Context: an optimization exercise on an open-source flow, tuned for small area, a short achievable clock period and few clock cycles. The choices shown serve that exercise and are no tape-out recipe. Where RTL was checked, it was by simulation tests only, not by an equivalence proof against the original.

// ieee754multiplier
module ieee754multiplier (
    input logic clk, rst_n,
    input logic [31:0] a_i,
    input logic [31:0] b_i,
    input logic start_i,
    output logic done_o,
    output logic nan_o,
    output logic inifinit_o,
    output logic overflow_o,
    output logic underflow_o,
    output logic [31:0] product_o
);
export LEC_CHECK = 0
export ABC_AREA = 1
export CAP_MARGIN = 20
export CORE_MARGIN = 2
export CORE_UTILIZATION = 50
export SETUP_SLACK_MARGIN = 1.25
export SLEW_MARGIN = 20
export SYNTH_HIERARCHICAL = 1
create_clock -name core_clock -period 9.0 [get_ports {clk}]
standard.sh (not shown) runs the stock make flow with config.mk's settings and CLKGATE_MAP_FILE= SYNTH_SCRIPT=/design/flow/synth_recipe.tcl, a recipe that flattens the netlist after the stock synthesis.
==> flow/flow/run.sh <==
#!/bin/bash
# The standard layout (the standard.sh: the standard synthesis and the
# ORFS steps to finish), except that the port buffers that global placement
# inserts are buf_1 cells instead of the tool's default pick.
set -euo pipefail
export BUFFER_PORTS_ARGS="-buffer_cell sky130_fd_sc_hd__buf_1"
bash standard.sh > standard.log 2>&1
Testbench counts at the start, summed over its fixed seeds: cycles 3,208.
Rerun with:
--- a/flow/design.v
+++ b/flow/design.v
@@ -1582,28 +1582,28 @@
 fpmul_fa u_s876 (.a(s702), .b(c787), .c(s788), .s(s876), .co(c877));
 fpmul_fa u_s878 (.a(s706), .b(c789), .c(s790), .s(s878), .co(c879));
 fpmul_fa u_s880 (.a(s710), .b(c791), .c(s792), .s(s880), .co(c881));
 fpmul_fa u_s882 (.a(c711), .b(s794), .c(c793), .s(s882), .co(c883));
 fpmul_fa u_s884 (.a(s716), .b(c795), .c(s796), .s(s884), .co(c885));
 fpmul_fa u_s886 (.a(s718), .b(c797), .c(s798), .s(s886), .co(c887));
 fpmul_fa u_s888 (.a(c719), .b(s800), .c(c799), .s(s888), .co(c889));
 fpmul_fa u_s890 (.a(pp310), .b(c801), .c(s802), .s(s890), .co(c891));
 fpmul_fa u_s892 (.a(ci324), .b(pp311), .c(c803), .s(s892), .co(c893));
 assign rx = {ci325, c891, s890, c887, c885, s884, s882, c879, c877, c875, s874, c871, c869, c867, c865, c863, c861, c859, c857, c855, c853, c851, c849, c847, c845, c843, c841, c839, c837, c835, c833, c831, c829, c827, c825, c823, c821, c819, c817, c815, c813, c811, c809, c807, c805, pp3, pp2, neg0};
 assign ry = {c893, s892, c889, s888, s886, c883, c881, s880, s878, s876, c873, s872, s870, s868, s866, s864, s862, s860, s858, s856, s854, s852, s850, s848, s846, s844, s842, s840, s838, s836, s834, s832, s830, s828, s826, s824, s822, s820, s818, s816, s814, s812, s810, s808, s806, s804, 1'b0, pp1};
-logic [16:0] mseg0;
-assign mseg0 = {1'b0, rx[15:0]} + {1'b0, ry[15:0]};
-assign m[15:0] = mseg0[15:0];
-logic [32:0] mseg1;
-assign mseg1 = {1'b0, rx[47:16]} + {1'b0, ry[47:16]} + {32'd0, mseg0[16]};
-assign m[47:16] = mseg1[31:0];
+logic [20:0] mseg0;
+assign mseg0 = {1'b0, rx[19:0]} + {1'b0, ry[19:0]};
+assign m[19:0] = mseg0[19:0];
+logic [28:0] mseg1;
+assign mseg1 = {1'b0, rx[47:20]} + {1'b0, ry[47:20]} + {28'd0, mseg0[20]};
+assign m[47:20] = mseg1[27:0];
 assign sign = a_i[31] ^ b_i[31];
 assign zero = (a_i[22:0] == 23'd0) || (b_i[22:0] == 23'd0);
 assign esum = {2'b00, a_i[30:23]} + {2'b00, b_i[30:23]};
 assign e0   = esum - 10'd127;
 assign e1   = esum - 10'd126;
 logic        nan0, ovf0, unf0, keep0, sgn0;
 logic [7:0]  exp0;
 assign nan0  = !zero && e0[7:0] == 8'hFF;
 assign ovf0  = !zero && e0[7:0] != 8'hFF && e0[9:8] != 2'b00;
 assign unf0  = zero || (e0[7:0] == 8'h00 && e0[9:8] == 2'b00);
 assign keep0 = !nan0 && !ovf0 && !unf0;             
Result: Non-clock buffer count came out higher by 73; die area came out lower by 3.2%; hold slack got worse by 11 ps; critical path depth came out higher by 7; routed wire length came out higher by 1.6%; setup slack improved by 44 ps; synthesized cell count came out lower by 5.3%; via count came out lower by 1.6%; area after synthesis came out lower by 3.3%.
For the second run of this note, only the layout was checked, not whether the RTL still works.

## static timing again, ports no longer ideal
The results above use ideal ports. As a check the final layouts listed here were re-extracted and re-timed, cells and wires unchanged.
Step 1: set_driving_cell puts a clkbuf_16 on clk and a buf_2 on each other input, an assumption about the parent block.
Step 2 moves the port delays by t, midway between the first and last clock arrival at a register: inputs arrive t later, outputs are due t later. That takes back most of the time a late clock gives input paths.
Three values: no drivers, after step 1, after step 2; two values: the first two.
| run | shift t [ns] | slack for setup (ns) | hold slack, ns | worst setup path after step 2 | worst register clock-pin slew, ns |
|---|---|---|---|---|---|
| the first run | 0.310 | 1.403 / 1.416 / 1.105 | 1.274 / 1.264 / 1.575 | input to register | 0.05 / 0.05 |
| the second run | 0.320 | 1.447 / 1.451 / 1.131 | 1.263 / 1.253 / 1.572 | input to register | 0.06 / 0.06 |
After both steps setup and hold are still met in every run listed. The setup slack of the second run, which loses most, moves by +0.004 ns with the drivers and by -0.316 ns with both steps.
